What follows belongs to an exercise in optimizing a design on an open flow for small area; a production flow would make more cautious choices. Function was checked by simulation only, so behaviour that the tests miss may differ from the original. The flow treats the clock pin as an ideal source, which a real chip does not have. Power and IR drop assume default switching activity.

## weaksoc
module weaksoc(input wire clk,
	       input wire rst_n,
	       input wire [31:0] bus_from_cpu,
	       output wire [31:0] bus_to_cpu,
	       input wire [31:0] bus_addr,
	       input wire bus_req,
	       output wire bus_ack,
	       input wire bus_wr,
	       input wire [3:0] bus_wr_mask,
	       output reg led,
	       output wire pin_tx, input wire pin_rx);
	wire rst = rst_n;
	wire access_brom	= bus_req & (bus_addr < 32'h00001000);
	wire access_led		= bus_req & (bus_addr == 32'h80000000);
	wire access_uart	= bus_req &
					(bus_addr >= 32'h90000000) &
					(bus_addr < 32'h90000010);
	reg [31:0] brom [0:255];
	wire [31:0] brom_data = brom[bus_addr[9:2]];
	initial $readmemh("brom.hex", brom);
	always @ (posedge clk) begin
		if (access_led & bus_wr & bus_wr_mask[0]) begin
			led <= bus_from_cpu[0];
		end
	end
	wire [3:0] uart_offset = bus_addr[3:0];
	wire is_uart_tx		= access_uart & (uart_offset == 4'h0);
	wire is_uart_rx 	= access_uart & (uart_offset == 4'h4);
	wire is_uart_div 	= access_uart & (uart_offset == 4'h8);
	wire is_uart_status	= access_uart & (uart_offset == 4'hc);
	wire [31:0] uart_rx;
	wire [31:0] uart_status;
  ...
Size in the first run: ~160 flip-flops, roughly 110 I/O pins.
Settings: LEC_CHECK=0, CAP_MARGIN=20, CORE_MARGIN=2, CORE_UTILIZATION=40, SLEW_MARGIN=20, SYNTH_MEMORY_MAX_BITS=16384; clock period 10.0 ns.
standard.sh (not shown) runs the stock make flow with config.mk's settings and CLKGATE_MAP_FILE= SYNTH_SCRIPT=/design/flow/synth_recipe.tcl, a recipe that flattens the netlist after the stock synthesis.
==> flow/flow/run.sh <==
#!/bin/bash
# Layout flow: the standard flow with two changes.
#  - synthesis maps logic with an area-oriented ABC script (flow/area.abc)
#    instead of ORFS's speed script; the registers are mapped before ABC
#    runs, so they are the standard synthesis's.
#  - ports are buffered with buf_1 rather than the buffer ORFS picks.
set -euo pipefail
W=$PWD
{
  echo 'proc abc {args} {'
  echo '  set i [lsearch $args -script]'
  echo "  set args [lreplace \$args \$i [expr {\$i+1}] -script $W/flow/area.abc]"
  echo '  yosys abc {*}$args'
  echo '}'
  cat synth_recipe.tcl
} > area_synth.tcl
sed "s|SYNTH_SCRIPT=[^ ]*|SYNTH_SCRIPT=$W/area_synth.tcl|" standard.sh > area_standard.sh
grep -q "SYNTH_SCRIPT=$W/area_synth.tcl" area_standard.sh
export BUFFER_PORTS_ARGS="-buffer_cell sky130_fd_sc_hd__buf_1"
export CTS_ARGS="-sink_clustering_enable -repair_clock_nets -buf_list sky130_fd_sc_hd__clkbuf_8 -dont_use_dummy_load -sink_clustering_size 30 -sink_clustering_max_diameter 200"
bash area_standard.sh finish > flow_make.log 2>&1
==> flow/flow/area.abc <==
strash
&get -n
&fraig -x
&put
scorr
dc2
dretime
strash
&get -n
&deepsyn -T 60
&dch -f
&nf -p -F 10 -A 10 -a -R 1000
&put
The first run produced a clean layout.
==> next run, changes <==
--- a/flow/flow/run.sh
+++ b/flow/flow/run.sh
@@ -1,3 +1,3 @@
 #!/bin/bash
-# Layout flow: the standard flow with two changes.
+# Layout flow: the standard flow with these changes:
 #  - synthesis maps logic with an area-oriented ABC script (flow/area.abc)
@@ -5,3 +5,8 @@
 #    runs, so they are the standard synthesis's.
+#  - synthesis leaves adders to ABC (no half/full adder cells, no
+#    Kogge-Stone carry logic), which suits a design with no timing pressure.
 #  - ports are buffered with buf_1 rather than the buffer ORFS picks.
+#  - the clock tree is built from clkbuf_8 without dummy loads.
+#  - after CTS, each clock buffer is downsized while the flip-flop clock
+#    pin slew stays within 100 ps (flow/cts_downsize.tcl).
 set -euo pipefail
@@ -19,3 +24,4 @@
 export BUFFER_PORTS_ARGS="-buffer_cell sky130_fd_sc_hd__buf_1"
-export CTS_ARGS="-sink_clustering_enable -repair_clock_nets -buf_list sky130_fd_sc_hd__clkbuf_8 -dont_use_dummy_load -sink_clustering_size 30 -sink_clustering_max_diameter 200"
-bash area_standard.sh finish > flow_make.log 2>&1
+export CTS_ARGS="-sink_clustering_enable -repair_clock_nets -buf_list sky130_fd_sc_hd__clkbuf_8 -dont_use_dummy_load"
+export POST_CTS_TCL="$W/flow/cts_downsize.tcl"
+bash area_standard.sh ADDER_MAP_FILE= SYNTH_OPERATIONS_ARGS=-nofsm finish > flow_make.log 2>&1
==> flow/flow/cts_downsize.tcl (new file) <==
set clk_slew_limit 0.110
proc worst_clk_slew {} {
  estimate_parasitics -placement
  set worst 0.0
  foreach pin [get_pins -hierarchical */CLK] {
    set s [get_property $pin slew_max]
    if { $s > $worst } { set worst $s }
  }
  return $worst
}
puts "clock pin slew before downsizing: [worst_clk_slew]"
foreach inst [get_cells -filter "ref_name =~ sky130_fd_sc_hd__clkbuf_*"] {
  set name [get_full_name $inst]
  set orig [get_property $inst ref_name]
  foreach cand {sky130_fd_sc_hd__clkbuf_1 sky130_fd_sc_hd__clkbuf_2 sky130_fd_sc_hd__clkbuf_4} {
    if { $cand eq $orig } { break }
    replace_cell $inst $cand
    set w [worst_clk_slew]
    if { $w <= $clk_slew_limit } {
      puts "clock buffer $name: $orig -> $cand (worst clock pin slew $w)"
      set orig $cand
      break
    }
    replace_cell $inst $orig
  }
}
puts "clock pin slew after downsizing: [worst_clk_slew]"
detailed_placement
check_placement -verbose
Settings changed: CORE_UTILIZATION 40 to 45.
Outcome:
- setup slack loses 810 ps
- die area is lower by about 15%
- power is lower by 5.1%
- synthesized cell count decreases by about 1.4%
- utilization went up by 5.9 points
- design area fell by about 5%
- count of clock-buffer cells in the layout is unchanged
- sequential share of layout area rises by 2.7 points
- critical path depth is higher by 2
- register-to-register slack improves by 20 ps
==> next run, changes <==
==> flow/flow/run.sh (replaced) <==
#!/bin/bash
# Layout flow: the standard flow with two changes.
#  - synthesis maps logic with an area-oriented ABC script (flow/area.abc)
#    instead of ORFS's speed script; the registers are mapped before ABC
#    runs, so they are the standard synthesis's.
#  - ports are buffered with buf_1 rather than the buffer ORFS picks.
set -euo pipefail
W=$PWD
{
  echo 'proc abc {args} {'
  echo '  set i [lsearch $args -script]'
  echo "  set args [lreplace \$args \$i [expr {\$i+1}] -script $W/flow/area.abc]"
  echo '  yosys abc {*}$args'
  echo '}'
  cat synth_recipe.tcl
} > area_synth.tcl
sed "s|SYNTH_SCRIPT=[^ ]*|SYNTH_SCRIPT=$W/area_synth.tcl|" standard.sh > area_standard.sh
grep -q "SYNTH_SCRIPT=$W/area_synth.tcl" area_standard.sh
export BUFFER_PORTS_ARGS="-buffer_cell sky130_fd_sc_hd__buf_1"
export CTS_ARGS="-sink_clustering_enable -repair_clock_nets -buf_list sky130_fd_sc_hd__clkbuf_8 -dont_use_dummy_load"
bash area_standard.sh finish > flow_make.log 2>&1
Settings changed: CORE_UTILIZATION 45 to 55.
removed: flow/flow/cts_downsize.tcl
=> Design area is higher by 4.5%; die area decreases by 14%; setup slack improves by 820 ps; combinational power increases by 29%; worst hold slack gets worse by 19 ps; clock-buffer cell count is unchanged; maximum frequency increases by 12%.

* * *

== v46 ==
Starting RTL as in the previous note.
==> flow/config.mk <==
export PLATFORM = sky130hd
export DESIGN_NAME = weaksoc
export DESIGN_NICKNAME = weaksoc
export VERILOG_FILES = /design/flow/design.v
export SDC_FILE = /design/flow/constraint.sdc
export NUM_CORES = 4
export LEC_CHECK = 0
export CAP_MARGIN = 0
export CORE_MARGIN = 2
export CORE_UTILIZATION = 45
export SLEW_MARGIN = 0
export SYNTH_MEMORY_MAX_BITS = 16384
==> flow/constraint.sdc <==
create_clock -name core_clock -period 10.0 [get_ports {clk}]
set_input_delay 2.0000 -clock core_clock [delete_from_list [all_inputs] [get_ports {clk}]]
set_output_delay 2.0000 -clock core_clock [all_outputs]
set_load 0.01 [all_outputs]
==> flow/flow/run.sh <==
#!/bin/bash
# Layout flow: the standard flow with these changes:
#  - synthesis maps logic with an area-oriented ABC script (flow/area.abc)
#    instead of ORFS's speed script; the registers are mapped before ABC
#    runs, so they are the standard synthesis's.
#  - synthesis leaves adders to ABC (no half/full adder cells, no
#    Kogge-Stone carry logic), which suits a design with no timing pressure.
#  - ports are buffered with buf_1 rather than the buffer ORFS picks.
#  - the clock tree is built from clkbuf_8 without dummy loads.
#  - after CTS, each clock buffer is downsized while the flip-flop clock
#    pin slew stays within 110 ps (flow/cts_downsize.tcl).
set -euo pipefail
W=$PWD
{
  echo 'proc abc {args} {'
  echo '  set i [lsearch $args -script]'
  echo "  set args [lreplace \$args \$i [expr {\$i+1}] -script $W/flow/area.abc]"
  echo '  yosys abc {*}$args'
  echo '}'
  cat synth_recipe.tcl
} > area_synth.tcl
sed "s|SYNTH_SCRIPT=[^ ]*|SYNTH_SCRIPT=$W/area_synth.tcl|" standard.sh > area_standard.sh
grep -q "SYNTH_SCRIPT=$W/area_synth.tcl" area_standard.sh
export BUFFER_PORTS_ARGS="-buffer_cell sky130_fd_sc_hd__buf_1"
export CTS_ARGS="-sink_clustering_enable -repair_clock_nets -buf_list sky130_fd_sc_hd__clkbuf_8 -dont_use_dummy_load"
export POST_CTS_TCL="$W/flow/cts_downsize.tcl"
bash area_standard.sh ADDER_MAP_FILE= SYNTH_OPERATIONS_ARGS=-nofsm RECOVER_POWER=100 finish > flow_make.log 2>&1
==> flow/flow/cts_downsize.tcl <==
set clk_slew_limit 0.110
proc worst_clk_slew {} {
  estimate_parasitics -placement
  set worst 0.0
  foreach pin [get_pins -hierarchical */CLK] {
    set s [get_property $pin slew_max]
    if { $s > $worst } { set worst $s }
  }
  return $worst
}
puts "clock pin slew before downsizing: [worst_clk_slew]"
foreach inst [get_cells -filter "ref_name =~ sky130_fd_sc_hd__clkbuf_*"] {
  set name [get_full_name $inst]
  set orig [get_property $inst ref_name]
  foreach cand {sky130_fd_sc_hd__clkbuf_1 sky130_fd_sc_hd__clkbuf_2 sky130_fd_sc_hd__clkbuf_4} {
    if { $cand eq $orig } { break }
    replace_cell $inst $cand
    set w [worst_clk_slew]
    if { $w <= $clk_slew_limit } {
      puts "clock buffer $name: $orig -> $cand (worst clock pin slew $w)"
      set orig $cand
      break
    }
    replace_cell $inst $orig
  }
}
puts "clock pin slew after downsizing: [worst_clk_slew]"
detailed_placement
check_placement -verbose
Scripts as last shown in full above: flow/flow/area.abc
STATUS run=v46 STAGES=ALL_DONE FINAL_CHECKS=FAILED CAUSE=max-capacitance violations, max-slew violations
The following lists how v37 was set up differently from v46:
==> flow/flow/run.sh <==
#!/bin/bash
# Layout flow: the standard flow with these changes:
#  - synthesis maps logic with an area-oriented ABC script instead of
#    ORFS's speed script, once per &deepsyn seed, keeping the smallest
#    result (flow/abc_seeds.tcl); the registers are mapped before ABC
#    runs, so they are the standard synthesis's.
#  - synthesis leaves adders to ABC (no half/full adder cells, no
#    Kogge-Stone carry logic), which suits a design with no timing pressure.
#  - ports are buffered with buf_1 rather than the buffer ORFS picks.
#  - the clock tree is built from clkbuf_8 without dummy loads.
#  - after CTS, each clock buffer is downsized while the flip-flop clock
#    pin slew stays within 110 ps (flow/cts_downsize.tcl).
set -euo pipefail
W=$PWD
{
  echo "source $W/flow/abc_seeds.tcl"
  cat synth_recipe.tcl
} > area_synth.tcl
sed "s|SYNTH_SCRIPT=[^ ]*|SYNTH_SCRIPT=$W/area_synth.tcl|" standard.sh > area_standard.sh
grep -q "SYNTH_SCRIPT=$W/area_synth.tcl" area_standard.sh
export BUFFER_PORTS_ARGS="-buffer_cell sky130_fd_sc_hd__buf_1"
export CTS_ARGS="-sink_clustering_enable -repair_clock_nets -buf_list sky130_fd_sc_hd__clkbuf_8 -dont_use_dummy_load"
export POST_CTS_TCL="$W/flow/cts_downsize.tcl"
bash area_standard.sh ADDER_MAP_FILE= SYNTH_OPERATIONS_ARGS=-nofsm finish > flow_make.log 2>&1
==> flow/flow/abc_seeds.tcl (new file) <==
# Sourced by the synthesis script before ORFS's synth.tcl: replaces ORFS's
# ABC call with an area-oriented script, run once per random seed of ABC's
# &deepsyn; the smallest mapped netlist is kept.  Registers are mapped
# before ABC runs, so every seed leaves the standard synthesis's registers.
set ::abc_seeds {1 2 3 4 5 6 7 8 9 10}
set ::abc_dir [file dirname [file normalize [info script]]]
proc abc {args} {
  set i [lsearch $args -script]
  set dir $::abc_dir
  set lib [lindex $::env(LIB_FILES) 0]
  yosys design -save pre_abc
  set best_area ""
  set best_seed ""
  foreach seed $::abc_seeds {
    yosys design -load pre_abc
    set script $dir/area_abc_seed$seed.abc
    set f [open $script w]
    puts $f "strash\n&get -n\n&fraig -x\n&put\nscorr\ndc2\ndretime\nstrash\n&get -n"
    puts $f "&deepsyn -J 50 -S $seed -T 600"
    puts $f "&dch -f\n&nf -p -F 10 -A 10 -a -R 1000\n&put"
    close $f
    set a [lreplace $args $i [expr {$i+1}] -script $script]
    yosys abc {*}$a
    yosys tee -q -o $dir/area_abc_seed$seed.stat stat -liberty $lib
    set f [open $dir/area_abc_seed$seed.stat r]
    set txt [read $f]
    close $f
    regexp {Chip area for module '[^']*': ([0-9.]+)} $txt -> area
    puts "ABC seed $seed: area $area"
    if { $best_area eq "" || $area < $best_area } {
      set best_area $area
      set best_seed $seed
      yosys design -save best_abc
    }
  }
  puts "ABC: keeping seed $best_seed (area $best_area)"
  yosys design -load best_abc
}
diff --git a/flow/config.mk b/flow/config.mk
--- a/flow/config.mk
+++ b/flow/config.mk
@@ -6,7 +6,7 @@
 export NUM_CORES = 4
 export LEC_CHECK = 0
-export CAP_MARGIN = 0
+export CAP_MARGIN = 20
 export CORE_MARGIN = 2
 export CORE_UTILIZATION = 45
-export SLEW_MARGIN = 0
+export SLEW_MARGIN = 20
 export SYNTH_MEMORY_MAX_BITS = 16384
removed: flow/flow/area.abc
v37 finished end to end and its layout was clean on timing, DRC and antenna.
nand2_1 as the most common library cell in the layout ignoring fill and taps was reported by v37, and buf_1 by v46.
Diff v46 -> v37: share of final-layout standard cells stronger than drive strength 1 went up; routed wire length went down; final critical delay including setup and external delays went down.
> inputs changed (v37 -> v15)
diff --git a/flow/flow/run.sh b/flow/flow/run.sh
--- a/flow/flow/run.sh
+++ b/flow/flow/run.sh
@@ -1,7 +1,6 @@
 #!/bin/bash
 # Layout flow: the standard flow with these changes:
-#  - synthesis maps logic with an area-oriented ABC script instead of
-#    ORFS's speed script, once per &deepsyn seed, keeping the smallest
-#    result (flow/abc_seeds.tcl); the registers are mapped before ABC
+#  - synthesis maps logic with an area-oriented ABC script (flow/area.abc)
+#    instead of ORFS's speed script; the registers are mapped before ABC
 #    runs, so they are the standard synthesis's.
 #  - synthesis leaves adders to ABC (no half/full adder cells, no
@@ -14,5 +13,9 @@
 W=$PWD
 {
-  echo "source $W/flow/abc_seeds.tcl"
+  echo 'proc abc {args} {'
+  echo '  set i [lsearch $args -script]'
+  echo "  set args [lreplace \$args \$i [expr {\$i+1}] -script $W/flow/area.abc]"
+  echo '  yosys abc {*}$args'
+  echo '}'
   cat synth_recipe.tcl
 } > area_synth.tcl
==> flow/flow/area.abc (new file) <==
strash
&get -n
&fraig -x
&put
scorr
dc2
dretime
strash
&get -n
&deepsyn -T 60
&dch -f
&nf -p -F 10 -A 10 -a -R 1000
&put
diff --git a/flow/config.mk b/flow/config.mk
--- a/flow/config.mk
+++ b/flow/config.mk
@@ -8,5 +8,5 @@
 export CAP_MARGIN = 20
 export CORE_MARGIN = 2
-export CORE_UTILIZATION = 45
+export CORE_UTILIZATION = 60
 export SLEW_MARGIN = 20
 export SYNTH_MEMORY_MAX_BITS = 16384
removed: flow/flow/abc_seeds.tcl
[summary]
Higher total via count in the routed design goes to v15 over v37. Diff v37 -> v15: power decreased about 3%, post-synthesis share of cell area spent on xor and xnor gates saw little to no change, met2 track demand over resource in global routing climbed 14 points. [v15] global-route usage rose 6.7 points relative to v37.
diff inputs: v15 => v17
diff --git a/flow/flow/run.sh b/flow/flow/run.sh
--- a/flow/flow/run.sh
+++ b/flow/flow/run.sh
@@ -1,6 +1,8 @@
 #!/bin/bash
 # Layout flow: the standard flow with these changes:
-#  - synthesis maps logic with an area-oriented ABC script (flow/area.abc)
-#    instead of ORFS's speed script; the registers are mapped before ABC
+#  - synthesis maps logic with an area-oriented ABC script instead of
+#    ORFS's speed script (&deepsyn, mapping, then mfs3 area recovery),
+#    once per &deepsyn seed, keeping the smallest result
+#    (flow/abc_seeds.tcl); the registers are mapped before ABC
 #    runs, so they are the standard synthesis's.
 #  - synthesis leaves adders to ABC (no half/full adder cells, no
@@ -13,9 +15,5 @@
 W=$PWD
 {
-  echo 'proc abc {args} {'
-  echo '  set i [lsearch $args -script]'
-  echo "  set args [lreplace \$args \$i [expr {\$i+1}] -script $W/flow/area.abc]"
-  echo '  yosys abc {*}$args'
-  echo '}'
+  echo "source $W/flow/abc_seeds.tcl"
   cat synth_recipe.tcl
 } > area_synth.tcl
==> flow/flow/abc_seeds.tcl (new file) <==
# Sourced by the synthesis script before ORFS's synth.tcl: replaces ORFS's
# ABC call with an area-oriented script, run once per random seed of ABC's
# &deepsyn, followed by don't-care-based area recovery on the mapped
# netlist (mfs3); the smallest mapped netlist is kept.  Registers are mapped
# before ABC runs, so every seed leaves the standard synthesis's registers.
set ::abc_seeds {1 2 3 4 5 6 7 8 9 10 11 12 13 14 15 16 17 18 19 20 21 22 23 24 25 26 27 28}
set ::abc_dir [file dirname [file normalize [info script]]]
proc abc {args} {
  set i [lsearch $args -script]
  set dir $::abc_dir
  set lib [lindex $::env(LIB_FILES) 0]
  yosys design -save pre_abc
  set best_area ""
  set best_seed ""
  foreach seed $::abc_seeds {
    yosys design -load pre_abc
    set script $dir/area_abc_seed$seed.abc
    set f [open $script w]
    puts $f "strash\n&get -n\n&fraig -x\n&put\nscorr\ndc2\ndretime\nstrash\n&get -n"
    puts $f "&deepsyn -J 50 -S $seed -T 600"
    puts $f "&dch -f\n&nf -p -F 10 -A 10 -a -R 1000\n&put"
    puts $f "mfs3 -aez -H 6 -R 4"
    close $f
    set a [lreplace $args $i [expr {$i+1}] -script $script]
    yosys abc {*}$a
    yosys tee -q -o $dir/area_abc_seed$seed.stat stat -liberty $lib
    set f [open $dir/area_abc_seed$seed.stat r]
    set txt [read $f]
    close $f
    regexp {Chip area for module '[^']*': ([0-9.]+)} $txt -> area
    puts "ABC seed $seed: area $area"
    if { $best_area eq "" || $area < $best_area } {
      set best_area $area
      set best_seed $seed
      yosys design -save best_abc
    }
  }
  puts "ABC: keeping seed $best_seed (area $best_area)"
  yosys design -load best_abc
}
diff --git a/flow/config.mk b/flow/config.mk
--- a/flow/config.mk
+++ b/flow/config.mk
@@ -8,5 +8,5 @@
 export CAP_MARGIN = 20
 export CORE_MARGIN = 2
-export CORE_UTILIZATION = 60
+export CORE_UTILIZATION = 45
 export SLEW_MARGIN = 20
 export SYNTH_MEMORY_MAX_BITS = 16384
removed: flow/flow/area.abc
--- outcome ---
From v15 to v17 the numbers moved as follows: synthesized netlist cell count lower; relative area change from synthesis to final layout climbed 1.6 points; number of signal-net inverters in the final layout picked up an extra 3; number of nets produced by synthesis shows a reduction of 4.2%. Looking at worst path setup slack after routing across v17 and v15, the one that comes out higher is v15. Between v17 and v15, it is v17 whose sequential power is lower, by about 0.9%. The standard-cell row count in v17 sits 5 above the value recorded for v15.

re-timing with driven ports:
How much do the figures lean on ideal ports? The routed layouts below were timed once more, with nothing changed but the port constraints.
Step 1: set_driving_cell puts a clkbuf_16 on clk and a buf_2 on each other input, an assumption about the parent block.
Step 2 times the ports against the registers' clock, not the clock port: input delays grow and output delays shrink by t, the midpoint of the rising clock arrivals with the driver on.
Three values: ideal ports, drivers, drivers and shift; two values: the first two.
run | t (ns) | setup WS [ns] | hold WS [ns] | slew at the worst register clock pin (ns)
the first run of note 1 | 0.477 | 3.273 / 3.253 / 3.253 | 0.450 / 0.450 / 0.450 | 0.09 / 0.09
the second run of note 1 | 0.752 | 2.465 / 2.442 / 2.442 | 0.473 / 0.473 / 0.473 | 0.10 / 0.10
the third run of note 1 | 0.472 | 3.281 / 3.252 / 3.252 | 0.455 / 0.455 / 0.455 | 0.09 / 0.09
v46 | 0.792 | 2.995 / 2.971 / 2.316 | 0.472 / 0.472 / 0.472 | 0.10 / 0.10
v37 | 0.776 | 3.249 / 3.225 / 3.160 | 0.467 / 0.467 / 0.467 | 0.10 / 0.10
v15 | 0.698 | 2.947 / 2.927 / 2.927 | 0.473 / 0.473 / 0.473 | 0.10 / 0.10
v17 | 0.769 | 2.820 / 2.799 / 2.799 | 0.472 / 0.472 / 0.472 | 0.10 / 0.10
The setup slack of v46, which loses most, moves by -0.024 ns with the drivers and by -0.679 ns with both steps.
